This is an optimization exercise on Yosys and OpenROAD, whose aim is small area and a short achievable clock period, not a production implementation. Only simulation tests tie the RTL to the original design; equivalence was not proved. No activity file was given, so power comes from the tool's default toggle rates.

$ cat design/flow/flow/run.sh
#!/bin/bash
# Standard layout with two changes: the port buffers are the smallest buffer
# cell, and clock tree synthesis inserts no dummy loads.
set -euo pipefail
export BUFFER_PORTS_ARGS="-buffer_cell sky130_fd_sc_hd__buf_1"
export CTS_ARGS="-sink_clustering_enable -repair_clock_nets -dont_use_dummy_load"
bash standard.sh finish > flow_standard.log 2>&1
$ cat design/flow/design.v
module PE(
    input wire CLK,
    input wire RESET,
    input wire EN,
    input wire SELECTOR,
    input wire W_EN,
    input wire signed [7:0] active_left,
    output reg signed [7:0] active_right,
    input wire signed [15:0] in_sum,
    output reg signed [15:0] out_sum,
    input wire signed [7:0] in_weight_above,
    output wire signed [7:0] out_weight_below
    );
    reg signed [7:0] weight_1;
    reg signed [7:0] weight_2;
    wire en_n, en_n_lo, en_n_hi;
    pe_inv u_enn (.a(EN), .y(en_n));
    pe_inv u_ennl (.a(EN), .y(en_n_lo));
    pe_inv u_ennh (.a(EN), .y(en_n_hi));
    wire sel_n, sel_n_w;
    pe_inv u_seln (.a(SELECTOR), .y(sel_n));
    pe_inv u_selnw (.a(SELECTOR), .y(sel_n_w));
    wire ld1 = EN & W_EN & SELECTOR;
    wire ld2 = EN & W_EN & ~SELECTOR;
    wire ld1_n = ~ld1;
    wire ld2_n = ~ld2;
    wire [7:0] w_use, ar_d, w1_d, w2_d, wb;
    wire [15:0] s_in;
    genvar gi;
    generate for (gi = 0; gi < 8; gi = gi + 1) begin : byte_sel
        pe_ao22 u_wu (.a1(SELECTOR), .a2(weight_2[gi]), .b1(sel_n_w), .b2(weight_1[gi]), .x(w_use[gi]));
        pe_ao22 u_ar (.a1(EN), .a2(active_left[gi]), .b1(en_n), .b2(active_right[gi]), .x(ar_d[gi]));
        pe_ao22 u_w1 (.a1(ld1), .a2(in_weight_above[gi]), .b1(ld1_n), .b2(weight_1[gi]), .x(w1_d[gi]));
        pe_ao22 u_w2 (.a1(ld2), .a2(in_weight_above[gi]), .b1(ld2_n), .b2(weight_2[gi]), .x(w2_d[gi]));
        pe_ao22 u_wb (.a1(SELECTOR), .a2(weight_1[gi]), .b1(sel_n), .b2(weight_2[gi]), .x(wb[gi]));
    end endgenerate
    generate for (gi = 0; gi < 16; gi = gi + 1) begin : sum_sel
        pe_ao22 u_si (.a1(EN), .a2(in_sum[gi]), .b1(gi < 8 ? en_n_lo : en_n_hi), .b2(out_sum[gi]), .x(s_in[gi]));
    end endgenerate
    wire b_one0, b_two0, b_neg0;
    pe_and2 u_x1 (.a(EN), .b(active_left[0]), .y(b_one0));
    pe_and3b u_x2 (.an(active_left[0]), .b(active_left[1]), .c(EN), .y(b_two0));
    pe_and2 u_x3 (.a(EN), .b(active_left[1]), .y(b_neg0));
    wire bs_0_0, bx_0_0;
    pe_and2 u_x4 (.a(b_one0), .b(w_use[0]), .y(bs_0_0));
    pe_xor2 u_x5 (.a(bs_0_0), .b(b_neg0), .y(bx_0_0));
    wire bs_0_1, bx_0_1;
    pe_ao22 u_x6 (.a1(b_one0), .a2(w_use[1]), .b1(b_two0), .b2(w_use[0]), .x(bs_0_1));
    pe_xor2 u_x7 (.a(bs_0_1), .b(b_neg0), .y(bx_0_1));
    wire bs_0_2, bx_0_2;
    pe_ao22 u_x8 (.a1(b_one0), .a2(w_use[2]), .b1(b_two0), .b2(w_use[1]), .x(bs_0_2));
    pe_xor2 u_x9 (.a(bs_0_2), .b(b_neg0), .y(bx_0_2));
    wire bs_0_3, bx_0_3;
    pe_ao22 u_x10 (.a1(b_one0), .a2(w_use[3]), .b1(b_two0), .b2(w_use[2]), .x(bs_0_3));
    pe_xor2 u_x11 (.a(bs_0_3), .b(b_neg0), .y(bx_0_3));
    wire bs_0_4, bx_0_4;
    pe_ao22 u_x12 (.a1(b_one0), .a2(w_use[4]), .b1(b_two0), .b2(w_use[3]), .x(bs_0_4));
    pe_xor2 u_x13 (.a(bs_0_4), .b(b_neg0), .y(bx_0_4));
    wire bs_0_5, bx_0_5;
    pe_ao22 u_x14 (.a1(b_one0), .a2(w_use[5]), .b1(b_two0), .b2(w_use[4]), .x(bs_0_5));
    pe_xor2 u_x15 (.a(bs_0_5), .b(b_neg0), .y(bx_0_5));
    wire bs_0_6, bx_0_6;
    pe_ao22 u_x16 (.a1(b_one0), .a2(w_use[6]), .b1(b_two0), .b2(w_use[5]), .x(bs_0_6));
    pe_xor2 u_x17 (.a(bs_0_6), .b(b_neg0), .y(bx_0_6));
    wire bs_0_7, bx_0_7;
    pe_ao22 u_x18 (.a1(b_one0), .a2(w_use[7]), .b1(b_two0), .b2(w_use[6]), .x(bs_0_7));
    pe_xor2 u_x19 (.a(bs_0_7), .b(b_neg0), .y(bx_0_7));
    wire bs_0_8, bx_0_8;
    pe_ao22 u_x20 (.a1(b_one0), .a2(w_use[7]), .b1(b_two0), .b2(w_use[7]), .x(bs_0_8));
    pe_xnor2 u_x21 (.a(bs_0_8), .b(b_neg0), .y(bx_0_8));
    wire b_one1, b_two1, b_neg1;
    wire b_x10_1, b_x21_1;
    pe_xor2 u_x22 (.a(active_left[2]), .b(active_left[1]), .y(b_x10_1));
    pe_xor2 u_x23 (.a(active_left[3]), .b(active_left[2]), .y(b_x21_1));
    pe_and2 u_x24 (.a(EN), .b(b_x10_1), .y(b_one1));
    pe_and3b u_x25 (.an(b_x10_1), .b(b_x21_1), .c(EN), .y(b_two1));
    pe_and2 u_x26 (.a(EN), .b(active_left[3]), .y(b_neg1));
    wire bs_1_0, bx_1_0;
    pe_and2 u_x27 (.a(b_one1), .b(w_use[0]), .y(bs_1_0));
    pe_xor2 u_x28 (.a(bs_1_0), .b(b_neg1), .y(bx_1_0));
    wire bs_1_1, bx_1_1;
    pe_ao22 u_x29 (.a1(b_one1), .a2(w_use[1]), .b1(b_two1), .b2(w_use[0]), .x(bs_1_1));
    pe_xor2 u_x30 (.a(bs_1_1), .b(b_neg1), .y(bx_1_1));
    wire bs_1_2, bx_1_2;
    pe_ao22 u_x31 (.a1(b_one1), .a2(w_use[2]), .b1(b_two1), .b2(w_use[1]), .x(bs_1_2));
    pe_xor2 u_x32 (.a(bs_1_2), .b(b_neg1), .y(bx_1_2));
    wire bs_1_3, bx_1_3;
    pe_ao22 u_x33 (.a1(b_one1), .a2(w_use[3]), .b1(b_two1), .b2(w_use[2]), .x(bs_1_3));
    pe_xor2 u_x34 (.a(bs_1_3), .b(b_neg1), .y(bx_1_3));
    wire bs_1_4, bx_1_4;
    pe_ao22 u_x35 (.a1(b_one1), .a2(w_use[4]), .b1(b_two1), .b2(w_use[3]), .x(bs_1_4));
    pe_xor2 u_x36 (.a(bs_1_4), .b(b_neg1), .y(bx_1_4));
    wire bs_1_5, bx_1_5;
    pe_ao22 u_x37 (.a1(b_one1), .a2(w_use[5]), .b1(b_two1), .b2(w_use[4]), .x(bs_1_5));
    pe_xor2 u_x38 (.a(bs_1_5), .b(b_neg1), .y(bx_1_5));
    wire bs_1_6, bx_1_6;
    pe_ao22 u_x39 (.a1(b_one1), .a2(w_use[6]), .b1(b_two1), .b2(w_use[5]), .x(bs_1_6));
    pe_xor2 u_x40 (.a(bs_1_6), .b(b_neg1), .y(bx_1_6));
    wire bs_1_7, bx_1_7;
    pe_ao22 u_x41 (.a1(b_one1), .a2(w_use[7]), .b1(b_two1), .b2(w_use[6]), .x(bs_1_7));
    pe_xor2 u_x42 (.a(bs_1_7), .b(b_neg1), .y(bx_1_7));
    wire bs_1_8, bx_1_8;
    pe_ao22 u_x43 (.a1(b_one1), .a2(w_use[7]), .b1(b_two1), .b2(w_use[7]), .x(bs_1_8));
    pe_xnor2 u_x44 (.a(bs_1_8), .b(b_neg1), .y(bx_1_8));
    wire b_one2, b_two2, b_neg2;
    wire b_x10_2, b_x21_2;
    pe_xor2 u_x45 (.a(active_left[4]), .b(active_left[3]), .y(b_x10_2));
    pe_xor2 u_x46 (.a(active_left[5]), .b(active_left[4]), .y(b_x21_2));
    pe_and2 u_x47 (.a(EN), .b(b_x10_2), .y(b_one2));
    pe_and3b u_x48 (.an(b_x10_2), .b(b_x21_2), .c(EN), .y(b_two2));
    pe_and2 u_x49 (.a(EN), .b(active_left[5]), .y(b_neg2));
    wire bs_2_0, bx_2_0;
    pe_and2 u_x50 (.a(b_one2), .b(w_use[0]), .y(bs_2_0));
    pe_xor2 u_x51 (.a(bs_2_0), .b(b_neg2), .y(bx_2_0));
    wire bs_2_1, bx_2_1;
    pe_ao22 u_x52 (.a1(b_one2), .a2(w_use[1]), .b1(b_two2), .b2(w_use[0]), .x(bs_2_1));
    pe_xor2 u_x53 (.a(bs_2_1), .b(b_neg2), .y(bx_2_1));
    wire bs_2_2, bx_2_2;
    pe_ao22 u_x54 (.a1(b_one2), .a2(w_use[2]), .b1(b_two2), .b2(w_use[1]), .x(bs_2_2));
    pe_xor2 u_x55 (.a(bs_2_2), .b(b_neg2), .y(bx_2_2));
    wire bs_2_3, bx_2_3;
    pe_ao22 u_x56 (.a1(b_one2), .a2(w_use[3]), .b1(b_two2), .b2(w_use[2]), .x(bs_2_3));
    pe_xor2 u_x57 (.a(bs_2_3), .b(b_neg2), .y(bx_2_3));
    wire bs_2_4, bx_2_4;
    pe_ao22 u_x58 (.a1(b_one2), .a2(w_use[4]), .b1(b_two2), .b2(w_use[3]), .x(bs_2_4));
    pe_xor2 u_x59 (.a(bs_2_4), .b(b_neg2), .y(bx_2_4));
    wire bs_2_5, bx_2_5;
    pe_ao22 u_x60 (.a1(b_one2), .a2(w_use[5]), .b1(b_two2), .b2(w_use[4]), .x(bs_2_5));
    pe_xor2 u_x61 (.a(bs_2_5), .b(b_neg2), .y(bx_2_5));
    wire bs_2_6, bx_2_6;
    pe_ao22 u_x62 (.a1(b_one2), .a2(w_use[6]), .b1(b_two2), .b2(w_use[5]), .x(bs_2_6));
    pe_xor2 u_x63 (.a(bs_2_6), .b(b_neg2), .y(bx_2_6));
    wire bs_2_7, bx_2_7;
    pe_ao22 u_x64 (.a1(b_one2), .a2(w_use[7]), .b1(b_two2), .b2(w_use[6]), .x(bs_2_7));
    pe_xor2 u_x65 (.a(bs_2_7), .b(b_neg2), .y(bx_2_7));
    wire bs_2_8, bx_2_8;
    pe_ao22 u_x66 (.a1(b_one2), .a2(w_use[7]), .b1(b_two2), .b2(w_use[7]), .x(bs_2_8));
    pe_xnor2 u_x67 (.a(bs_2_8), .b(b_neg2), .y(bx_2_8));
    wire b_one3, b_two3, b_neg3;
    wire b_x10_3, b_x21_3;
    pe_xor2 u_x68 (.a(active_left[6]), .b(active_left[5]), .y(b_x10_3));
    pe_xor2 u_x69 (.a(active_left[7]), .b(active_left[6]), .y(b_x21_3));
    pe_and2 u_x70 (.a(EN), .b(b_x10_3), .y(b_one3));
    pe_and3b u_x71 (.an(b_x10_3), .b(b_x21_3), .c(EN), .y(b_two3));
    pe_and2 u_x72 (.a(EN), .b(active_left[7]), .y(b_neg3));
    wire bs_3_0, bx_3_0;
    pe_and2 u_x73 (.a(b_one3), .b(w_use[0]), .y(bs_3_0));
    pe_xor2 u_x74 (.a(bs_3_0), .b(b_neg3), .y(bx_3_0));
    wire bs_3_1, bx_3_1;
    pe_ao22 u_x75 (.a1(b_one3), .a2(w_use[1]), .b1(b_two3), .b2(w_use[0]), .x(bs_3_1));
    pe_xor2 u_x76 (.a(bs_3_1), .b(b_neg3), .y(bx_3_1));
    wire bs_3_2, bx_3_2;
    pe_ao22 u_x77 (.a1(b_one3), .a2(w_use[2]), .b1(b_two3), .b2(w_use[1]), .x(bs_3_2));
    pe_xor2 u_x78 (.a(bs_3_2), .b(b_neg3), .y(bx_3_2));
    wire bs_3_3, bx_3_3;
    pe_ao22 u_x79 (.a1(b_one3), .a2(w_use[3]), .b1(b_two3), .b2(w_use[2]), .x(bs_3_3));
    pe_xor2 u_x80 (.a(bs_3_3), .b(b_neg3), .y(bx_3_3));
    wire bs_3_4, bx_3_4;
    pe_ao22 u_x81 (.a1(b_one3), .a2(w_use[4]), .b1(b_two3), .b2(w_use[3]), .x(bs_3_4));
    pe_xor2 u_x82 (.a(bs_3_4), .b(b_neg3), .y(bx_3_4));
    wire bs_3_5, bx_3_5;
    pe_ao22 u_x83 (.a1(b_one3), .a2(w_use[5]), .b1(b_two3), .b2(w_use[4]), .x(bs_3_5));
    pe_xor2 u_x84 (.a(bs_3_5), .b(b_neg3), .y(bx_3_5));
    wire bs_3_6, bx_3_6;
    pe_ao22 u_x85 (.a1(b_one3), .a2(w_use[6]), .b1(b_two3), .b2(w_use[5]), .x(bs_3_6));
    pe_xor2 u_x86 (.a(bs_3_6), .b(b_neg3), .y(bx_3_6));
    wire bs_3_7, bx_3_7;
    pe_ao22 u_x87 (.a1(b_one3), .a2(w_use[7]), .b1(b_two3), .b2(w_use[6]), .x(bs_3_7));
    pe_xor2 u_x88 (.a(bs_3_7), .b(b_neg3), .y(bx_3_7));
    wire bs_3_8, bx_3_8;
    pe_ao22 u_x89 (.a1(b_one3), .a2(w_use[7]), .b1(b_two3), .b2(w_use[7]), .x(bs_3_8));
    pe_xnor2 u_x90 (.a(bs_3_8), .b(b_neg3), .y(bx_3_8));
    wire s91;
    wire c92;
    pe_ha u_x93 (.a(s_in[4]), .b(b_neg2), .s(s91), .co(c92));
    wire s94;
    wire c95;
    pe_ha u_x96 (.a(s_in[5]), .b(bx_0_5), .s(s94), .co(c95));
    wire s97;
    wire c98;
    pe_fa u_x99 (.a(s_in[6]), .b(b_neg3), .ci(bx_0_6), .s(s97), .co(c98));
    wire s100;
    wire c101;
    pe_ha u_x102 (.a(bx_1_4), .b(bx_2_2), .s(s100), .co(c101));
    wire s103;
    wire c104;
    pe_fa u_x105 (.a(s_in[7]), .b(bx_0_7), .ci(bx_1_5), .s(s103), .co(c104));
    wire s106;
    wire c107;
    pe_ha u_x108 (.a(bx_2_3), .b(bx_3_1), .s(s106), .co(c107));
    wire s109;
    wire c110;
    pe_xnor2 u_x111 (.a(s_in[8]), .b(bx_0_8), .y(s109));
    pe_or2 u_x112 (.a(s_in[8]), .b(bx_0_8), .y(c110));
    wire s113;
    wire c114;
    pe_fa u_x115 (.a(bx_1_6), .b(bx_2_4), .ci(bx_3_2), .s(s113), .co(c114));
    wire s116;
    wire c117;
    pe_xnor2 u_x118 (.a(s_in[9]), .b(bx_1_7), .y(s116));
    pe_or2 u_x119 (.a(s_in[9]), .b(bx_1_7), .y(c117));
    wire s120;
    wire c121;
    pe_ha u_x122 (.a(bx_2_5), .b(bx_3_3), .s(s120), .co(c121));
    wire s123;
    wire c124;
    pe_fa u_x125 (.a(s_in[10]), .b(bx_1_8), .ci(bx_2_6), .s(s123), .co(c124));
    wire s126;
    wire c127;
    pe_xnor2 u_x128 (.a(s_in[11]), .b(bx_2_7), .y(s126));
    pe_or2 u_x129 (.a(s_in[11]), .b(bx_2_7), .y(c127));
    wire s130;
    wire c131;
    pe_ha u_x132 (.a(s_in[2]), .b(b_neg1), .s(s130), .co(c131));
    wire s133;
    wire c134;
    pe_ha u_x135 (.a(s_in[3]), .b(bx_0_3), .s(s133), .co(c134));
    wire s136;
    wire c137;
    pe_fa u_x138 (.a(bx_0_4), .b(bx_1_2), .ci(bx_2_0), .s(s136), .co(c137));
    wire s139;
    wire c140;
    pe_fa u_x141 (.a(bx_1_3), .b(bx_2_1), .ci(c92), .s(s139), .co(c140));
    wire s142;
    wire c143;
    pe_fa u_x144 (.a(bx_3_0), .b(c95), .ci(s100), .s(s142), .co(c143));
    wire s145;
    wire c146;
    pe_fa u_x147 (.a(c101), .b(s106), .ci(c98), .s(s145), .co(c146));
    wire s148;
    wire c149;
    pe_fa u_x150 (.a(s109), .b(c107), .ci(c104), .s(s148), .co(c149));
    wire s151;
    wire c152;
    pe_fa u_x153 (.a(c110), .b(s116), .ci(s120), .s(s151), .co(c152));
    wire s154;
    wire c155;
    pe_fa u_x156 (.a(bx_3_4), .b(c117), .ci(c121), .s(s154), .co(c155));
    wire s157;
    wire c158;
    pe_ha u_x159 (.a(bx_3_5), .b(s126), .s(s157), .co(c158));
    wire s160;
    wire c161;
    pe_fa u_x162 (.a(s_in[12]), .b(bx_2_8), .ci(bx_3_6), .s(s160), .co(c161));
    wire s163;
    wire c164;
    pe_xnor2 u_x165 (.a(s_in[13]), .b(bx_3_7), .y(s163));
    pe_or2 u_x166 (.a(s_in[13]), .b(bx_3_7), .y(c164));
    wire s167;
    wire c168;
    pe_ha u_x169 (.a(s_in[0]), .b(b_neg0), .s(s167), .co(c168));
    wire s170;
    wire c171;
    pe_ha u_x172 (.a(s_in[1]), .b(bx_0_1), .s(s170), .co(c171));
    wire s173;
    wire c174;
    pe_fa u_x175 (.a(bx_0_2), .b(bx_1_0), .ci(s130), .s(s173), .co(c174));
    wire s176;
    wire c177;
    pe_fa u_x178 (.a(bx_1_1), .b(c131), .ci(s133), .s(s176), .co(c177));
    wire s179;
    wire c180;
    pe_fa u_x181 (.a(s91), .b(c134), .ci(s136), .s(s179), .co(c180));
    wire s182;
    wire c183;
    pe_fa u_x184 (.a(s94), .b(c137), .ci(s139), .s(s182), .co(c183));
    wire s185;
    wire c186;
    pe_fa u_x187 (.a(c140), .b(s97), .ci(s142), .s(s185), .co(c186));
    wire s188;
    wire c189;
    pe_fa u_x190 (.a(s103), .b(c143), .ci(s145), .s(s188), .co(c189));
    wire s191;
    wire c192;
    pe_fa u_x193 (.a(s113), .b(c146), .ci(s148), .s(s191), .co(c192));
    wire s194;
    wire c195;
    pe_fa u_x196 (.a(c114), .b(c149), .ci(s151), .s(s194), .co(c195));
    wire s197;
    wire c198;
    pe_fa u_x199 (.a(s123), .b(c152), .ci(s154), .s(s197), .co(c198));
    wire s200;
    wire c201;
    pe_fa u_x202 (.a(c124), .b(s157), .ci(c155), .s(s200), .co(c201));
    wire s203;
    wire c204;
    pe_fa u_x205 (.a(c127), .b(c158), .ci(s160), .s(s203), .co(c204));
    wire s206;
    wire c207;
    pe_ha u_x208 (.a(s163), .b(c161), .s(s206), .co(c207));
    wire s209;
    wire c210;
    pe_fa u_x211 (.a(s_in[14]), .b(bx_3_8), .ci(c164), .s(s209), .co(c210));
    wire [15:0] rx = {s_in[15], c207, s206, s203, c198, c195, c192, c189, c186, c183, c180, c177, c174, c171, c168, bx_0_0};
    wire [15:0] ry = {c210, s209, c204, c201, s200, s197, s194, s191, s188, s185, s182, s179, s176, s173, s170, s167};
    wire [15:0] sum;
    wire t212, rc213;
    pe_ha u_x214 (.a(rx[0]), .b(ry[0]), .s(t212), .co(rc213));
    assign sum[0] = t212;
    wire t215, rc216;
    pe_fa u_x217 (.a(rx[1]), .b(ry[1]), .ci(rc213), .s(t215), .co(rc216));
    assign sum[1] = t215;
    wire t218, rc219;
    pe_fa u_x220 (.a(rx[2]), .b(ry[2]), .ci(rc216), .s(t218), .co(rc219));
    assign sum[2] = t218;
    wire t221, rc222;
    pe_fa u_x223 (.a(rx[3]), .b(ry[3]), .ci(rc219), .s(t221), .co(rc222));
    assign sum[3] = t221;
    wire g4, p4;
    pe_ha u_x224 (.a(rx[4]), .b(ry[4]), .s(p4), .co(g4));
    wire g5, p5;
    pe_ha u_x225 (.a(rx[5]), .b(ry[5]), .s(p5), .co(g5));
    wire g6, p6;
    pe_ha u_x226 (.a(rx[6]), .b(ry[6]), .s(p6), .co(g6));
    wire g7, p7;
    pe_ha u_x227 (.a(rx[7]), .b(ry[7]), .s(p7), .co(g7));
    wire g8, p8;
    pe_ha u_x228 (.a(rx[8]), .b(ry[8]), .s(p8), .co(g8));
    wire g9, p9;
    pe_ha u_x229 (.a(rx[9]), .b(ry[9]), .s(p9), .co(g9));
    wire g10, p10;
    pe_ha u_x230 (.a(rx[10]), .b(ry[10]), .s(p10), .co(g10));
    wire g11, p11;
    pe_ha u_x231 (.a(rx[11]), .b(ry[11]), .s(p11), .co(g11));
    wire g12, p12;
    pe_ha u_x232 (.a(rx[12]), .b(ry[12]), .s(p12), .co(g12));
    wire g13, p13;
    pe_ha u_x233 (.a(rx[13]), .b(ry[13]), .s(p13), .co(g13));
    wire g14, p14;
    pe_ha u_x234 (.a(rx[14]), .b(ry[14]), .s(p14), .co(g14));
    wire g15, p15;
    pe_ha u_x235 (.a(rx[15]), .b(ry[15]), .s(p15), .co(g15));
    wire G236 = g4 | (p4 & rc222);
    wire G237 = g6 | (p6 & g5);
    wire P238 = p6 & p5;
    wire G239 = g8 | (p8 & g7);
    wire P240 = p8 & p7;
    wire G241 = g10 | (p10 & g9);
    wire P242 = p10 & p9;
    wire G243 = g12 | (p12 & g11);
    wire P244 = p12 & p11;
    wire G245 = g14 | (p14 & g13);
    wire P246 = p14 & p13;
    wire G247 = G237 | (P238 & G236);
    wire G248 = G241 | (P242 & G239);
    wire P249 = P242 & P240;
    wire G250 = G245 | (P246 & G243);
    wire P251 = P246 & P244;
    wire G252 = G248 | (P249 & G247);
    wire G253 = G250 | (P251 & G252);
    wire G254 = G239 | (P240 & G247);
    wire G255 = G243 | (P244 & G252);
    wire G256 = g5 | (p5 & G236);
    wire G257 = g7 | (p7 & G247);
    wire G258 = g9 | (p9 & G254);
    wire G259 = g11 | (p11 & G252);
    wire G260 = g13 | (p13 & G255);
    wire G261 = g15 | (p15 & G253);
    pe_xor2 u_x262 (.a(p4), .b(rc222), .y(sum[4]));
    pe_xor2 u_x263 (.a(p5), .b(G236), .y(sum[5]));
    pe_xor2 u_x264 (.a(p6), .b(G256), .y(sum[6]));
    pe_xor2 u_x265 (.a(p7), .b(G247), .y(sum[7]));
    pe_xor2 u_x266 (.a(p8), .b(G257), .y(sum[8]));
    pe_xor2 u_x267 (.a(p9), .b(G254), .y(sum[9]));
    pe_xor2 u_x268 (.a(p10), .b(G258), .y(sum[10]));
    pe_xor2 u_x269 (.a(p11), .b(G252), .y(sum[11]));
    pe_xor2 u_x270 (.a(p12), .b(G259), .y(sum[12]));
    pe_xor2 u_x271 (.a(p13), .b(G255), .y(sum[13]));
    pe_xor2 u_x272 (.a(p14), .b(G260), .y(sum[14]));
    pe_xnor2 u_x273 (.a(p15), .b(G253), .y(sum[15]));
    always @(negedge RESET or posedge CLK) begin
        if (~RESET) begin
            out_sum <= 0;
            active_right <= 0;
            weight_1 <= 0;
            weight_2 <= 0;
        end else begin
            out_sum <= sum;
            active_right <= ar_d;
            weight_1 <= w1_d;
            weight_2 <= w2_d;
        end
    end
    assign out_weight_below = wb;
endmodule
module pe_fa(input wire a, input wire b, input wire ci, output wire s, output wire co);
    assign {co, s} = a + b + ci;
endmodule
module pe_ha(input wire a, input wire b, output wire s, output wire co);
    assign {co, s} = a + b;
endmodule
module pe_ao22(input wire a1, input wire a2, input wire b1, input wire b2, output wire x);
    assign x = (a1 & a2) | (b1 & b2);
endmodule
module pe_mux2i(input wire s, input wire a1, input wire a0, output wire y);
    assign y = ~(s ? a1 : a0);
endmodule
module pe_inv(input wire a, output wire y);
    assign y = ~a;
endmodule
module pe_and2(input wire a, input wire b, output wire y);
    assign y = a & b;
endmodule
module pe_and3b(input wire an, input wire b, input wire c, output wire y);
    assign y = ~an & b & c;
endmodule
module pe_nand2(input wire a, input wire b, output wire y);
    assign y = ~(a & b);
endmodule
module pe_nor2(input wire a, input wire b, output wire y);
    assign y = ~(a | b);
endmodule
module pe_or2(input wire a, input wire b, output wire y);
    assign y = a | b;
endmodule
module pe_xor2(input wire a, input wire b, output wire y);
    assign y = a ^ b;
endmodule
module pe_xnor2(input wire a, input wire b, output wire y);
    assign y = ~(a ^ b);
endmodule
module pe_xor3(input wire a, input wire b, input wire c, output wire y);
    assign y = a ^ b ^ c;
endmodule
$ cat design/flow/config.mk
export PLATFORM = sky130hd
export DESIGN_NAME = PE
export DESIGN_NICKNAME = PE
export VERILOG_FILES = /design/flow/design.v
export SDC_FILE = /design/flow/constraint.sdc
export NUM_CORES = 4
export LEC_CHECK = 0
export CAP_MARGIN = 20
export CORE_MARGIN = 2
export CORE_UTILIZATION = 65
export GPL_TIMING_DRIVEN = 0
export SETUP_SLACK_MARGIN = 0.7
export SLEW_MARGIN = 20
export SYNTH_HIERARCHICAL = 1
$ cat design/flow/constraint.sdc
create_clock -name core_clock -period 5.5 [get_ports {CLK}]
set_input_delay 1.1000 -clock core_clock [delete_from_list [all_inputs] [get_ports {CLK}]]
set_output_delay 1.1000 -clock core_clock [all_outputs]
set_load 0.01 [all_outputs]
$ cat design/flow/standard.sh
#!/bin/bash
# synth_recipe.tcl (not shown) runs the flow's synth.tcl, then flattens the netlist and writes it again
# the make line also repeats each setting of config.mk as NAME=value (left out here)
make -C /OpenROAD-flow-scripts/flow DESIGN_CONFIG=/design/flow/config.mk WORK_HOME=/design/flow/orfs CLKGATE_MAP_FILE= SYNTH_SCRIPT=/design/flow/synth_recipe.tcl "${@:-finish}"
==> summary.txt, run 1 <==
Power and ir drop
  – P_leak: between 0.0015 and 0.002 uW
  – NetSw: between 800 and 900 uW
  – Clock power frac: about a tenth
  – Sw Share: around 46%
  – Seq pwr share: 23.5%
  – Peak VDD IR: around 0.46 mV
  – Internal power: between 1000 and 1500 uW
  – Cell Pwr Density: 489.0 mW/mm^2
  – Combinational Power Share: 67.2%

Drt
  – Antenna Nets Post-Route: 0
  – Drt first-iter violations: 92
  – Drc violations: 0
  – Total Wirelength: about 7800 um
  – Routed len/inst: 17.54 um
  – Vias: 2723
  – Drt pass-1 iters: 5
  – Via density: between 6 and 7

Final layout
  – Fillers: 370
  – Post-Layout Inst Area: between 0.003 and 0.004 sq mm
  – N_diodes: 0
  – Final Util: 77.29%
  – Multi-input gate area: approximately 0.0025 sq mm
  – Layout cell share with drive strength beyond 1: 5.630%
  – Nets: approximately 460
  – FF+latch area: about 0.001 sq mm
  – Area delta synth->final: 14.09%

Synth
  – Top-count cell post-synth: a22o_1
  – Seq/Total Area, Yosys: approximately 29%
  – Post-synth top cells: a22o_1 (88), xor2_1 (49), dfrtp_1 (40)
  – Post-Syn Area per Cell: approximately 12 sq um
  – Cell taking the most area after synthesis: dfrtp_1
  – Top cells by area, synth: dfrtp_1 (29%), a22o_1 (22%), fa_1 (16%)
  – Post-synthesis adder-cell area fraction: 24.15%
  – Cell count after synthesis: roughly 300
  – Area share of xor/xnor cells in the synthesized design: approximately 15%
  – Synth Flop Type: dfrtp_1
  – Top cell type's share of synthesized area: about 29%
  – Syn Std Cell Area: roughly 0.0035 sq mm
  – Post-synth ARST share: 100.0%
  – FF+latch count, synth: 40
  – Synth Area in Compound Gates: about a quarter
  – Post-synth EDFFs: 0
  – Post-Synth Simple-Gate Area: ~6%
  – Cell variety after synth: 25
  – Multiplexer share of the synthesized area: 0%
  – Main combinational cell family by area after synthesis: compound AO/OA/AOI/OAI gates
  – Yosys warning total: 7
  – Mapped Nets: 387

Timing
  – Worst slew margin: about three fifths
  – F_max: ~210 MHz
  – Endpoints failing setup: 0
  – Worst Max-Slew Pin Slew: 0.5797 ns
  – Slew Viols, Final: 0
  – RSZ-0062 raised after global routing: true
  – Fin crit period: around 4.7 ns
  – Tcrit/Tclk final: between 80% and 90%
  – Fin Clk Skew: 0.009328 ns
  – Final Hold Viols: 0

Outcome
  – Status: no timing/DRC/antenna violations

Die
  – I/O Pins: 69
  – Core area: a little over 0.005 sq mm
  – Die width: just under 80 um
  – Rows: 26
  – Vert. Die Dim: just under 80 um
  – Initial Utilization: 67.75%
  – Die area: between 0.005 and 0.006 sq mm

Critical path
  – WS Path Type: in2reg
  – Worst R2R Setup Slack: approximately 1.7 ns
  – CP startpoint kind: primary input
  – Delay of the slowest critical-path stage: 0.50 ns
  – Worst path required time: roughly 5.7 ns
  – Slowest cell on the critical path: fa_1
  – CP bufs+invs: 2
  – Worst path arrival time: 4.83 ns
  – Worst path most repeated cell: a21o_1
  – CP top delay family: adder cells
  – CP Cell Sequence: buf_6 > clkinvlp_4 > a22o_2 > a22o_1 > xor2_1 > ha_1 > fa_1 > fa_1 > ha_1 > a21o_1 > a31o_4 > a21o_1 > a21o_1 > xor2_1
  – CP Max Fanout: 20
  – Worst setup EP type: flip-flop

Clock network
  – CTS Hold Bufs: 0
  – CTS Buffer Depth: 2
  – Num Clock Sinks: 40
  – Clock Pin Slew Worst Setup and Hold Paths: about 0.070 ns
  – Clock root cell: clkbuf_8
  – Clock latency on the worst-skew pair: about 0.3 ns
  – CTS tree: built
  – H-tree depth: 2
  – Cts bufs inserted: 5

Global route
  – Vias in the first global route: approximately 2800
  – Largest net degree at the start of global routing: 42
  – Overall Global Routing Usage: approximately 28%
  – Congestion Overflow GR: 0
  – First-pass GRT wire length: between 10000 and 15000 um
  – Initial antenna violation count: 0

Job
  – Max_cap viols: 0

Placement
  – DP Area: between 0.003 and 0.004 sq mm
  – Final GP Congestion: approximately 0.83
  – IO buf count: between 60 and 70
  – Dpl hpwl: a little under 6000 um

Min path
  – Worst hold path class: reg2reg
==> power by group through the flow <==
stage	Sequential, uW	Combinational (uW)	Clock [uW]
CTS	453	1250	187
global placement	454	1180	0
finish	456	1300	182
global route	466	1480	198
detailed placement	458	1230	0
floorplan	481	924	0
==> worst reg2reg max path: stages, from the launching register on <==
cell	delay, ns
dfrtp_1	0.41
a22o_4	0.30
a22o_1	0.23
xor2_1	0.15
ha_1	0.32
fa_1	0.43
fa_1	0.41
fa_1	0.43
a21o_1	0.23
a31o_4	0.29
a21o_1	0.20
a21o_1	0.19
xor2_1	0.15
==> registers in the layout (all words and copies together) (netlist names) <==
register / cells
out_sum: 16
active_right: 8
weight_2: 8
weight_1: 8
==> cells by family (layout without fill, tap and decap cells) <==
group,after synthesis,in the layout
AOI/OAI and AO/OA,107,107
xor gates and xnor gates,58,58
adders and majority gates,51,51
DFF,40,40
and+or+nand+nor,36,36
buffers and inverters,7,81
==> path summary, 6_finish.rpt <==
kind	from	end	depth (start not counted)
max	SELECTOR	out_sum[12]	14
min reg2reg	active_right[7]	active_right[7]	1
min in group asynchronous	RESET	out_sum[4]	1
max reg2reg	weight_2[1]	out_sum[12]	12
min	active_right[7]	active_right[7]	1
max in group asynchronous	RESET	out_sum[13]	2
==> layout make-up <==
class                      count  area share (%)
clock buffer                   5           1.732
inverter                       7          0.7559
multi-input combinational    252           62.87
sequential                    40           25.20
tap                           70           2.205
timing repair buffer          69           7.244
==> per-layer routing <==
layer  part of all wire [%]  global-route usage, %  vias up
li1                       -                      -     1279
met1                     45                  37.90     1359
met2                     49                  48.35       75
met3                    4.5                  4.353       10
met4                    1.1                  6.071        0
met5                      0                      0        -
==> Yosys stat by module (local to each module, per instance), a selection <==
module | cells inside | area [sq um]
PE | 77 | 1209
pe_and2 | 1 | 6.256
pe_and3b | 1 | 8.758
pe_ao22 | 1 | 8.758
pe_fa | 1 | 20.02
pe_ha | 1 | 12.51
pe_inv | 1 | 3.754
pe_xnor2 | 1 | 8.758
==> through the flow <==
stage	setup WS [ns]	setup TNS [ns]	total power, uW	cells	hold WS, ns
after floorplan	1.072	0	1406	299	0.4870
after global placement	-0.5001	-2.844	1636	437	0.4799
after detailed placement	-0.1631	-0.4553	1689	438	0.4806
after CTS	0.8126	0	1894	443	0.5019
after global routing	0.6868	0	2148	443	0.5322
final	0.8452	0	1942	443	0.4999
==> what timing repair did <==
item	CTS	global route
setup buffers	0	0
cloned	0	0
resized for setup	5	12
endpoints found under the setup margin	9	4
==> cell usage in the layout (no fill, tap or decap), types with 6 or more instances in the layout <==
master	n
a22o_1	82
and2_1	12
buf_1	65
dfrtp_1	40
fa_1	27
ha_1	24
inv_1	6
nor2_1	6
xnor2_1	9
xor2_1	49
==> inputs of run 2 (changes only) <==
--- a/design/flow/config.mk
+++ b/design/flow/config.mk
@@ -7,7 +7,7 @@
 export LEC_CHECK = 0
 export CAP_MARGIN = 20
 export CORE_MARGIN = 2
-export CORE_UTILIZATION = 65
+export CORE_UTILIZATION = 50
 export GPL_TIMING_DRIVEN = 0
 export SETUP_SLACK_MARGIN = 0.7
 export SLEW_MARGIN = 20
==> summary.txt, run 2 <==
Outcome
  – Status: no timing/DRC/antenna violations

Power and ir drop
  – NetSw: 853.3 uW (-3.6%)
  – Cell Pwr Density: 469.4 mW/mm^2 (-4.0%)
  – Internal power: 1059 uW (+0.15%)
  – Clock power frac: 9.4% (about the same)
  – Combinational Power Share: 66.8% (-0.4 points)
  – P_leak: 0.001996 uW (+2.8%)
  – Seq pwr share: 23.9% (+0.4 points)
  – Peak VDD IR: 0.3897 mV (-15%)
  – Sw Share: 44.62% (-0.94 points)

Synth
  – Syn Std Cell Area: 0.003482 sq mm (unchanged)
  – Cell variety after synth: 25 (unchanged)
  – Mapped Nets: 387 (unchanged)
  – Top-count cell post-synth: a22o_1
  – Top cells by area, synth: dfrtp_1 (29%), a22o_1 (22%), fa_1 (16%)
  – Synth Flop Type: dfrtp_1
  – Yosys warning total: 7 (unchanged)
  – Seq/Total Area, Yosys: 28.75% (unchanged)
  – Post-synth top cells: a22o_1 (88), xor2_1 (49), dfrtp_1 (40)
  – Post-synth EDFFs: 0 (unchanged)
  – Post-Syn Area per Cell: 11.65 sq um (unchanged)
  – Post-synth ARST share: 100.0% (unchanged)
  – FF+latch count, synth: 40 (unchanged)
  – Cell taking the most area after synthesis: dfrtp_1
  – Top cell type's share of synthesized area: 28.75% (unchanged)
  – Cell count after synthesis: 299 (unchanged)

Critical path
  – Worst Reg-to-Reg Cells: 12 (unchanged)
  – Reg2reg start: weight_2[7]
  – Worst path arrival time: 4.86 ns (+0.03 ns)
  – Worst setup EP type: flip-flop
  – Worst R2R Setup Slack: 1.68 ns (+0.02 ns)
  – CP startpoint kind: primary input
  – Reg2Reg Capture Point: out_sum[14]
  – Worst path required time: 5.67 ns (about the same)
  – WS Path Type: in2reg
  – CP Max Fanout: 20 (unchanged)

Drt
  – Drt first-iter violations: 141 (+53%)
  – Drc violations: 0 (unchanged)
  – Vias: 2648 (-2.8%)
  – Via density: 5.769 (-6.1%)
  – Antenna Nets Post-Route: 0 (unchanged)
  – Routed len/inst: 16.92 um (-3.5%)
  – Total Wirelength: 7767 um (about the same)
  – Drt pass-1 iters: 4 (-1)

Die
  – Rows: 30 (+15%)
  – Die area: 0.007648 sq mm (+28%)
  – Core area: 0.006756 sq mm (+31%)
  – I/O Pins: 69 (unchanged)
  – Die width: 87.45 um (+13%)
  – Vert. Die Dim: 87.45 um (+13%)
  – Initial Utilization: 51.54% (-16 points)

Global route
  – Most used routing layer: met1
  – M2 GR Usage: 31.34% (-17 points)
  – M3 GR Usage: 3.318% (-1.0 points)
  – Congestion Overflow GR: 0 (unchanged)
  – M1 GR Usage: 33.56% (-4.3 points)
  – First-pass GRT wire length: 12840 um (-2.9%)
  – Overall Global Routing Usage: 21.58% (-6.6 points)
  – Initial antenna violation count: 0 (unchanged)
  – Vias in the first global route: 2574 (-8.0%)
  – Largest net degree at the start of global routing: 42 (unchanged)

Final layout
  – Final Util: 60.30% (-17 points)
  – Fillers: 595 (+61%)
  – Reg with most FFs: out_sum
  – Multi-input gate area: 0.002537 sq mm (+1.6%)
  – Max reg flops: 16 (unchanged)
  – Area delta synth->final: 17.00%
  – N_diodes: 0 (unchanged)
  – Final non-filler cell total: 459 (+3.6%)
  – Layout cell share with drive strength beyond 1: 7.652% (+2.0 points)
  – Nets: 469 (+1.3%)
  – FF+latch area: 0.001001 sq mm (unchanged)
  – Commonest non-fill, non-tap cells in the layout: a22o_1 (80), buf_1 (65), xor2_1 (49), dfrtp_1 (40), fa_1 (27)
  – Most common cell after layout, fill and taps aside: a22o_1

Timing
  – F_max: 213.2 MHz (-0.76%)
  – Total Negative Setup Slacks: 0 ns (unchanged)
  – Final Hold Viols: 0 (unchanged)
  – Fin Clk Skew: 0.01933 ns (+0.01001 ns)
  – Fin crit period: 4.690 ns (+0.03555 ns)
  – Endpoints failing setup: 0 (unchanged)
  – RSZ-0062 raised after global routing: false
  – Slew Viols, Final: 0 (unchanged)
  – Hold Slack: 0.4980 ns (-0.001876 ns)
  – Worst slew margin: 61.66% (+0.31 points)
  – Setup WS post-layout: 0.8096 ns (-0.03555 ns)
  – Tcrit/Tclk final: 85.28% (+0.65 points)
  – Worst Max-Slew Pin Slew: 0.5751 ns (-0.004588 ns)

Clock network
  – CTS Hold Bufs: 0 (unchanged)
  – Num Clock Sinks: 40 (unchanged)
  – Cts bufs inserted: 5 (unchanged)
  – Clock latency on the worst-skew pair: 0.30 ns (about the same)
  – CTS tree: built
  – Clock Pin Slew Worst Setup and Hold Paths: 0.07 ns (about the same)
  – H-tree depth: 2 (unchanged)
  – CTS Buffer Depth: 2 (unchanged)
  – Clock root cell: clkbuf_8

Min path
  – Min-Delay Startpoint: active_right[7]
  – Hold Path Sink: active_right[7]
  – Worst hold path class: reg2reg
  – Worst Hold Depth: 1 (unchanged)

Placement
  – IO buf count: 68 (unchanged)
  – Dpl ws: -0.1977 ns (-0.03469 ns)
  – Dpl hpwl: 5787 um (-2.0%)
  – Placed insts: 448 (+2.3%)
  – Final GP Congestion: 0.7945 (-4.1%)

Job
  – Max_cap viols: 0 (unchanged)
==> run 2: Yosys stat by module (local to each module, per instance), excerpt <==
module,cell area (sq um),times used,cells inside,flops+latches
pe_ha,12.51,24,1,0
pe_xor2,8.758,49,1,0
pe_and3b,8.758,4,1,0
pe_xnor2,8.758,9,1,0
pe_inv,3.754,5,1,0
PE,1209,1,77,40
pe_fa,20.02,27,1,0
==> run 2: final cells by class <==
type                    instances  share of cell area [%]
multi-input cells             252                   62.28
inverters                       7                  0.7371
clock buffers                   5                   1.689
flip-flops and latches         40                   24.57
well taps                      80                   2.457
repair buffers                 75                   8.262
==> run 2: how the worst max path moves through the flow <==
stage / endpoint / from / depth (start not counted) / slack [ns]
after floorplan: out_sum[12] / SELECTOR / 13 / 1.07
after global placement: out_sum[14] / EN / 13 / -0.56
after detailed placement: out_sum[14] / SELECTOR / 14 / -0.20
after CTS: out_sum[15] / SELECTOR / 14 / 0.79
after global routing: out_sum[14] / SELECTOR / 14 / 0.68
final: out_sum[14] / SELECTOR / 14 / 0.81
==> run 2: layer usage <==
layer	share of wire [%]	vias to the layer above
met3	3.6	8
met2	46	64
met4	1.4	0
met5	0	-
li1	-	1282
met1	49	1294
==> run 2: critical path: stages <==
cell,delay (ns)
buf_8,0.17
clkinvlp_4,0.27
a22o_4,0.34
a22o_1,0.23
xor2_1,0.17
fa_1,0.44
fa_1,0.51
fa_1,0.41
ha_1,0.36
a21oi_2,0.18
o211ai_1,0.13
a21oi_2,0.24
o21bai_1,0.13
xor2_1,0.18
==> run 2: per-stage QoR <==
| step | power (uW) | cell area (sq um) |
|---|---|---|
| after floorplan | 1406 | 3482 |
| after global placement | 1663 | 3837 |
| after detailed placement | 1682 | 3860 |
| after CTS | 1884 | 3940 |
| after global routing | 2130 | 4074 |
| final | 1912 | 4074 |
==> run 2: power groups by stage <==
stage	sequential [uW]	combinational [uW]	clock, uW
floorplan	481	924	0
global placement	455	1210	0
detailed placement	457	1220	0
CTS	453	1250	184
global route	468	1460	201
finish	457	1280	179
==> run 2: cells by family (layout without fill, tap and decap cells) <==
kind of cell             Yosys count  count (layout)  synth area share [%]
flip-flops                        40              40                 28.75
buffers and inverters              7              87                0.7547
adder cells (fa/ha/maj)           51              51                 24.15
XOR/XNOR                          58              58                 14.59
AO/OA/AOI/OAI                    107             107                 25.87
AND/OR/NAND/NOR                   36              36                 5.893
==> run 2: what timing repair did <==
item | CTS | global route
cloned | 0 | 0
endpoints found under the setup margin | 9 | 4
gates resized for setup | 5 | 20
setup buffers | 0 | 6
pin swaps | 0 | 3
==> inputs of run 3 (changes only) <==
--- a/design/flow/config.mk
+++ b/design/flow/config.mk
@@ -7,7 +7,7 @@
 export LEC_CHECK = 0
 export CAP_MARGIN = 20
 export CORE_MARGIN = 2
-export CORE_UTILIZATION = 50
+export CORE_UTILIZATION = 70
 export GPL_TIMING_DRIVEN = 0
 export SETUP_SLACK_MARGIN = 0.7
 export SLEW_MARGIN = 20
==> summary.txt, run 3 <==
Outcome
  – Status: no timing/DRC/antenna violations

Timing
  – Worst Max-Slew Pin Slew: 0.5655 ns (-0.009641 ns)
  – F_max: 212.8 MHz (-0.21%)
  – Slew Viols, Final: 0 (unchanged)
  – Fin Clk Skew: 0.01219 ns (-0.007139 ns)
  – Final Hold Viols: 0 (unchanged)
  – Worst slew margin: 62.30% (+0.64 points)
  – Endpoints failing setup: 0 (unchanged)
  – RSZ-0062 raised after global routing: false
  – Fin crit period: 4.700 ns (+0.009721 ns)
  – Tcrit/Tclk final: 85.46% (+0.18 points)

Synth
  – Post-Syn Area per Cell: 11.65 sq um (unchanged)
  – Synth Flop Type: dfrtp_1
  – Cell taking the most area after synthesis: dfrtp_1
  – Cell count after synthesis: 299 (unchanged)
  – FF+latch count, synth: 40 (unchanged)
  – Post-synth EDFFs: 0 (unchanged)
  – Mapped Nets: 387 (unchanged)
  – Top cells by area, synth: dfrtp_1 (29%), a22o_1 (22%), fa_1 (16%)
  – Yosys warning total: 7 (unchanged)
  – Seq/Total Area, Yosys: 28.75% (unchanged)
  – Post-synth ARST share: 100.0% (unchanged)
  – Post-synth top cells: a22o_1 (88), xor2_1 (49), dfrtp_1 (40)
  – Cell variety after synth: 25 (unchanged)
  – Syn Std Cell Area: 0.003482 sq mm (unchanged)
  – Top cell type's share of synthesized area: 28.75% (unchanged)
  – Top-count cell post-synth: a22o_1

Drt
  – Drc violations: 0 (unchanged)
  – Antenna Nets Post-Route: 0 (unchanged)
  – M1 wire length: 3222 um (-16%)
  – Via density: 6.215 (+7.7%)
  – Drt pass-1 iters: 4 (unchanged)
  – Total Wirelength: 7861 um (+1.2%)
  – Drt first-iter violations: 127 (-9.9%)
  – DR top layer: met4
  – Routed len/inst: 17.83 um (+5.3%)
  – Vias: 2741 (+3.5%)
  – Routed length on met2: 4045 um (+14%)
  – Met3 wire len: 451 um (+63%)

Final layout
  – Final Util: 83.21% (+23 points)
  – N_diodes: 0 (unchanged)
  – Most common cell after layout, fill and taps aside: a22o_1
  – Area delta synth->final: 13.62%
  – Reg with most FFs: out_sum
  – Final non-filler cell total: 441 (-3.9%)
  – Layout cell share with drive strength beyond 1: 5.348% (-2.3 points)
  – Post-Layout Inst Area: 0.003956 sq mm (-2.9%)
  – Max reg flops: 16 (unchanged)
  – Commonest non-fill, non-tap cells in the layout: a22o_1 (84), buf_1 (65), xor2_1 (49), dfrtp_1 (40), fa_1 (27)
  – Nets: 464 (-1.1%)

Critical path
  – CP Cell Sequence: buf_6 > clkinvlp_4 > buf_4 > a22o_2 > a22o_1 > xor2_1 > ha_1 > fa_1 > fa_1 > ha_1 > a21o_1 > a31o_4 > a21o_1 > a21o_1 > xor2_1
  – CP top delay family: adder cells
  – Worst path arrival time: 4.87 ns (about the same)
  – Reg2Reg Capture Point: out_sum[12]
  – WS Path Type: in2reg
  – Worst setup EP type: flip-flop
  – CP Max Fanout: 20 (unchanged)
  – Critical Path Stages: 15 (+1)
  – Delay of the slowest critical-path stage: 0.50 ns (about the same)
  – Worst path most repeated cell: a21o_1
  – Reg2reg start: weight_2[6]
  – CP bufs+invs: 3 (+1)
  – Slowest cell on the critical path: fa_1
  – Worst Reg-to-Reg Cells: 12 (unchanged)
  – Worst R2R Setup Slack: 1.59 ns (-0.09 ns)
  – Worst path required time: 5.67 ns (about the same)
  – CP startpoint kind: primary input

Placement
  – Dpl hpwl: 5947 um (+2.8%)
  – Final GP Congestion: 0.8342 (+5.0%)
  – DP Area: 0.003844 sq mm (-0.42%)
  – IO buf count: 68 (unchanged)
  – Placed insts: 435 (-2.9%)

Min path
  – Hold Path Sink: active_right[7]
  – Min-Delay Startpoint: active_right[7]
  – Worst Hold Depth: 1 (unchanged)
  – Worst hold path class: reg2reg

Global route
  – Congestion Overflow GR: 0 (unchanged)
  – Vias in the first global route: 2776 (+7.8%)
  – First-pass GRT wire length: 12800 um (-0.32%)
  – Largest net degree at the start of global routing: 42 (unchanged)
  – Initial antenna violation count: 0 (unchanged)
  – Overall Global Routing Usage: 30.53% (+9.0 points)

Clock network
  – Num Clock Sinks: 40 (unchanged)
  – CTS Hold Bufs: 0 (unchanged)
  – H-tree depth: 2 (unchanged)
  – Cts bufs inserted: 5 (unchanged)
  – CTS tree: built
  – Clock latency on the worst-skew pair: 0.29 ns (about the same)
  – Clock root cell: clkbuf_8
  – CTS Buffer Depth: 2 (unchanged)
  – Clock Pin Slew Worst Setup and Hold Paths: 0.07 ns (about the same)

Die
  – Rows: 25 (-17%)
  – Initial Utilization: 73.24% (+22 points)
  – Die width: 74.53 um (-15%)
  – I/O Pins: 69 (unchanged)
  – Die area: 0.005555 sq mm (-27%)
  – Core area: 0.004755 sq mm (-30%)
  – Vert. Die Dim: 74.53 um (-15%)

Power and ir drop
  – Peak VDD IR: 0.4155 mV (+6.6%)
  – P_leak: 0.001938 uW (-2.9%)
  – Cell Pwr Density: 487.6 mW/mm^2 (+3.9%)

Job
  – Max_cap viols: 0 (unchanged)
==> run 3: layer usage <==
layer / up-vias / GRT usage, %
li1: 1277 / -
met1: 1337 / 41.87
met2: 113 / 50.64
met3: 14 / 4.472
met4: 0 / 9.325
met5: - / 0
==> run 3: through the flow <==
step                hold WS [ns]  power [uW]  worst slack (ns)  setup TNS [ns]
finish                    0.5005        1929            0.7999               0
CTS                       0.5044        1902            0.7844               0
floorplan                 0.4870        1406             1.072               0
detailed placement        0.4791        1704           -0.1964         -0.6750
global placement          0.4787        1630           -0.3942          -1.991
global route              0.5201        2104            0.6956               0
==> run 3: cell families (layout without fill, tap and decap cells) <==
kind of cell | after synthesis | in the layout | share of synthesized area [%]
simple gates | 36 | 36 | 5.893
buf+inv | 7 | 82 | 0.7547
fa+ha+maj | 51 | 51 | 24.15
compound gates | 107 | 107 | 25.87
xor+xnor | 58 | 58 | 14.59
flops | 40 | 40 | 28.75
==> run 3: worst max-delay path by stage <==
stage | start | to
finish | SELECTOR | out_sum[12]
global route | EN | out_sum[12]
CTS | SELECTOR | out_sum[15]
detailed placement | SELECTOR | out_sum[15]
global placement | EN | out_sum[14]
floorplan | SELECTOR | out_sum[12]
==> run 3: report_power, final <==
group | total (uW) | switching [uW] | internal [uW]
Sequential | 455 | 53.7 | 401
Combinational | 1300 | 724 | 571
Clock | 179 | 97.0 | 81.9
Total | 1930 | 875 | 1050
==> run 3: what timing repair did <==
| item | CTS | global route |
|---|---|---|
| resized for setup | 5 | 8 |
| endpoints found under the setup margin | 9 | 4 |
| setup buffers | 0 | 1 |
==> run 3: Yosys stat by module (local to each module, per instance) <==
module    cell area, sq um  flops+latches  times used  cells inside
pe_and3b             8.758              0           4             1
PE                    1209             40           1            77
pe_fa                20.02              0          27             1
pe_ha                12.51              0          24             1
pe_xor2              8.758              0          49             1
pe_or2               6.256              0           4             1
pe_inv               3.754              0           5             1
pe_xnor2             8.758              0           9             1
pe_and2              6.256              0          12             1
pe_ao22              8.758              0          88             1
==> run 3: area by class of cell <==
cell class                 instances  area, sq um
clock buffer                       5        68.82
fill                             302        798.3
inverter                           7        30.03
multi-input combinational        252         2477
sequential                        40         1001
tap                               67        83.83
timing repair buffer              70        295.3
==> inputs of run 4 (changes only) <==
--- a/design/flow/config.mk
+++ b/design/flow/config.mk
@@ -7,8 +7,8 @@
 export LEC_CHECK = 0
 export CAP_MARGIN = 20
 export CORE_MARGIN = 2
-export CORE_UTILIZATION = 70
+export CORE_UTILIZATION = 65
 export GPL_TIMING_DRIVEN = 0
-export SETUP_SLACK_MARGIN = 0.7
+export SETUP_SLACK_MARGIN = 0.75
 export SLEW_MARGIN = 20
 export SYNTH_HIERARCHICAL = 1
==> summary.txt, run 4 <==
Outcome
  – Status: no timing/DRC/antenna violations

Die
  – Die width: 77.19 um (+3.6%)
  – I/O Pins: 69 (unchanged)
  – Initial Utilization: 67.75% (-5.5 points)
  – Vert. Die Dim: 77.19 um (+3.6%)
  – Die area: 0.005958 sq mm (+7.3%)
  – Rows: 26 (+4.0%)
  – Core area: 0.005140 sq mm (+8.1%)

Synth
  – Synth Flop Type: dfrtp_1
  – FF+latch count, synth: 40 (unchanged)
  – Top-count cell post-synth: a22o_1
  – Top cell type's share of synthesized area: 28.75% (unchanged)
  – Seq/Total Area, Yosys: 28.75% (unchanged)
  – Yosys warning total: 7 (unchanged)
  – Post-synth EDFFs: 0 (unchanged)
  – Post-Syn Area per Cell: 11.65 sq um (unchanged)
  – Post-synth top cells: a22o_1 (88), xor2_1 (49), dfrtp_1 (40)
  – Cell count after synthesis: 299 (unchanged)
  – Syn Std Cell Area: 0.003482 sq mm (unchanged)
  – Cell taking the most area after synthesis: dfrtp_1
  – Cell variety after synth: 25 (unchanged)
  – Top cells by area, synth: dfrtp_1 (29%), a22o_1 (22%), fa_1 (16%)
  – Mapped Nets: 387 (unchanged)
  – Post-synth ARST share: 100.0% (unchanged)

Timing
  – Worst slew margin: 60.08% (-2.2 points)
  – Fin crit period: 4.614 ns (-0.08631 ns)
  – Final Hold Viols: 0 (unchanged)
  – Worst Max-Slew Pin Slew: 0.5988 ns (+0.03335 ns)
  – Hold Slack: 0.5042 ns (+0.003664 ns)
  – RSZ-0062 raised after global routing: false
  – Fin Clk Skew: 0.01026 ns (-0.001934 ns)
  – F_max: 216.7 MHz (+1.9%)
  – Total Negative Setup Slacks: 0 ns (unchanged)
  – Slew Viols, Final: 0 (unchanged)
  – Tcrit/Tclk final: 83.89% (-1.6 points)
  – Endpoints failing setup: 0 (unchanged)

Global route
  – First-pass GRT wire length: 13230 um (+3.3%)
  – Vias in the first global route: 2797 (+0.76%)
  – Congestion Overflow GR: 0 (unchanged)
  – Largest net degree at the start of global routing: 42 (unchanged)
  – Initial antenna violation count: 0 (unchanged)
  – Overall Global Routing Usage: 28.17% (-2.4 points)

Final layout
  – Reg with most FFs: out_sum
  – Area delta synth->final: 18.72%
  – Commonest non-fill, non-tap cells in the layout: a22o_1 (80), buf_1 (65), xor2_1 (49), dfrtp_1 (40), fa_1 (26)
  – Most common cell after layout, fill and taps aside: a22o_1
  – Nets: 470 (+1.3%)
  – N_diodes: 0 (unchanged)
  – FF+latch area: 0.001001 sq mm (unchanged)
  – Layout cell share with drive strength beyond 1: 9.474% (+4.1 points)
  – Max reg flops: 16 (unchanged)
  – Multi-input gate area: 0.002597 sq mm (+4.8%)
  – Post-Layout Inst Area: 0.004134 sq mm (+4.5%)
  – Fillers: 350 (+16%)

Critical path
  – CP startpoint kind: primary input
  – CP Max Fanout: 20 (unchanged)
  – WS Path Type: in2reg
  – Worst path required time: 5.68 ns (about the same)
  – Worst Reg-to-Reg Cells: 12 (unchanged)
  – Worst path arrival time: 4.79 ns (-0.08 ns)
  – Worst R2R Setup Slack: 1.71 ns (+0.12 ns)
  – Reg2Reg Capture Point: out_sum[12]
  – Worst setup EP type: flip-flop
  – Worst setup endpoint: out_sum[12]
  – Reg2reg start: weight_2[1]
  – Crit. Startpoint: SELECTOR

Drt
  – Drc violations: 0 (unchanged)
  – Vias: 2777 (+1.3%)
  – Total Wirelength: 8103 um (+3.1%)
  – Via density: 6.171 (-0.71%)
  – Drt first-iter violations: 137 (+7.9%)
  – Antenna Nets Post-Route: 0 (unchanged)
  – Routed len/inst: 18.01 um (+1.0%)
  – Drt pass-1 iters: 4 (unchanged)

Job
  – Max_cap viols: 0 (unchanged)

Power and ir drop
  – Cell Pwr Density: 504.5 mW/mm^2 (+3.5%)
  – P_leak: 0.002004 uW (+3.4%)
  – Peak VDD IR: 0.5231 mV (+26%)

Clock network
  – H-tree depth: 2 (unchanged)
  – Cts bufs inserted: 5 (unchanged)
  – CTS Hold Bufs: 0 (unchanged)
  – Clock root cell: clkbuf_8
  – CTS Buffer Depth: 2 (unchanged)
  – Clock Pin Slew Worst Setup and Hold Paths: 0.07 ns (about the same)
  – Num Clock Sinks: 40 (unchanged)
  – CTS tree: built
  – Clock latency on the worst-skew pair: 0.30 ns (about the same)

Min path
  – Worst hold path class: reg2reg

Placement
  – IO buf count: 68 (unchanged)
  – Dpl hpwl: 5902 um (-0.76%)
  – Final GP Congestion: 0.8282 (-0.72%)
  – DP Area: 0.003847 sq mm (about the same)
[run 4: cell families (layout without fill, tap and decap cells)]
group	after synthesis	after routing	synth area share, %
buf+inv	7	88	0.7547
xor+xnor	58	58	14.59
flops	40	40	28.75
compound gates	107	107	25.87
fa+ha+maj	51	51	24.15
simple gates	36	36	5.893
[run 4: timing repair]
action                                  in CTS  in global routing
buffers inserted                             0                  7
endpoints found under the hold margin        0                  0
pin swaps                                    0                  7
endpoints found under the setup margin      10                  4
gates resized for setup                      5                 30
[run 4: metal layers]
metal | routed length (um) | track usage [%]
met1 | 3541 | 37.90
met2 | 4023 | 48.35
met3 | 392 | 4.353
met4 | 146 | 6.071
met5 | 0 | 0
[run 4: cell type report]
type	instances	share of cell area [%]
Tap cell	70	2.119
Clock buffer	5	1.665
Multi-Input combinational cell	252	62.83
Timing Repair Buffer	76	8.444
Inverter	7	0.7264
Sequential cell	40	24.21
[run 4: power by group]
part	switching, uW	internal [uW]
sequential	57.0	401
clock	102	82.0
combinational	778	665
[run 4: worst min-delay path by stage]
stage,startpoint,end,slack (ns),cells past startpoint
5_1_grt,active_right[5],active_right[5],0.53,1
4_1_cts,active_right[4],active_right[4],0.50,1
3_3_place_gp,active_right[3],active_right[3],0.48,1
6_report,active_right[7],active_right[7],0.50,1
2_1_floorplan,weight_2[0],weight_2[0],0.49,1
3_5_place_dp,active_right[4],active_right[4],0.48,1
[run 4: Yosys stat by module, one instance, submodules excluded]
module | flops+latches | cells inside | times used | area [sq um]
pe_and3b | 0 | 1 | 4 | 8.758
pe_and2 | 0 | 1 | 12 | 6.256
pe_ao22 | 0 | 1 | 88 | 8.758
pe_xnor2 | 0 | 1 | 9 | 8.758
pe_fa | 0 | 1 | 27 | 20.02
pe_xor2 | 0 | 1 | 49 | 8.758
PE | 40 | 77 | 1 | 1209
pe_ha | 0 | 1 | 24 | 12.51
pe_or2 | 0 | 1 | 4 | 6.256
pe_inv | 0 | 1 | 5 | 3.754
[run 4: worst max-delay path, cell delays in order]
cell        delay [ns]
buf_12            0.15
clkinvlp_4        0.24
a22o_4            0.32
a22o_1            0.22
xor2_1            0.15
ha_1              0.31
fa_1              0.44
fa_1              0.41
fa_2              0.37
a21o_1            0.24
a31o_4            0.28
a21o_1            0.20
a21o_1            0.19
xor2_1            0.15
[run 4: per-stage QoR]
step / worst slack, ns / util (%) / std cells / total power (uW)
floorplan: 1.072 / - / 299 / 1406
detailed placement: -0.1631 / 74.85 / 438 / 1689
CTS: 0.8126 / 76.41 / 443 / 1894
finish: 0.8862 / 80.43 / 450 / 2086
global placement: -0.5001 / 74.42 / 437 / 1636
global route: 0.7533 / 80.43 / 450 / 2290

port drivers added, routing unchanged:
The results above use ideal ports. As a check the final layouts listed here were re-extracted and re-timed, cells and wires unchanged. Step 1 sets driving cells, clkbuf_16 on the clock port and buf_2 on the other inputs (assumed; they add their load-dependent delay and slew). Step 2 also shifts input and output timing later by t, the mid clock arrival at the registers, as if the neighbouring blocks saw the same clock. Slacks: ideal ports / drivers / drivers and shift; pairs: ideal ports / drivers.
run | shift t [ns] | setup WS [ns] | pins driven straight from the clock port
run 1 | 0.321 | 0.845 / 0.836 / 0.515 | 1
run 2 | 0.323 | 0.810 / 0.786 / 0.463 | 1
run 3 | 0.315 | 0.800 / 0.790 / 0.475 | 1
run 4 | 0.324 | 0.886 / 0.831 / 0.508 | 1
After both steps every run listed still meets setup and hold. For run 4, which loses most, drivers alone change the setup slack by -0.055 ns; drivers and shift together by -0.378 ns.
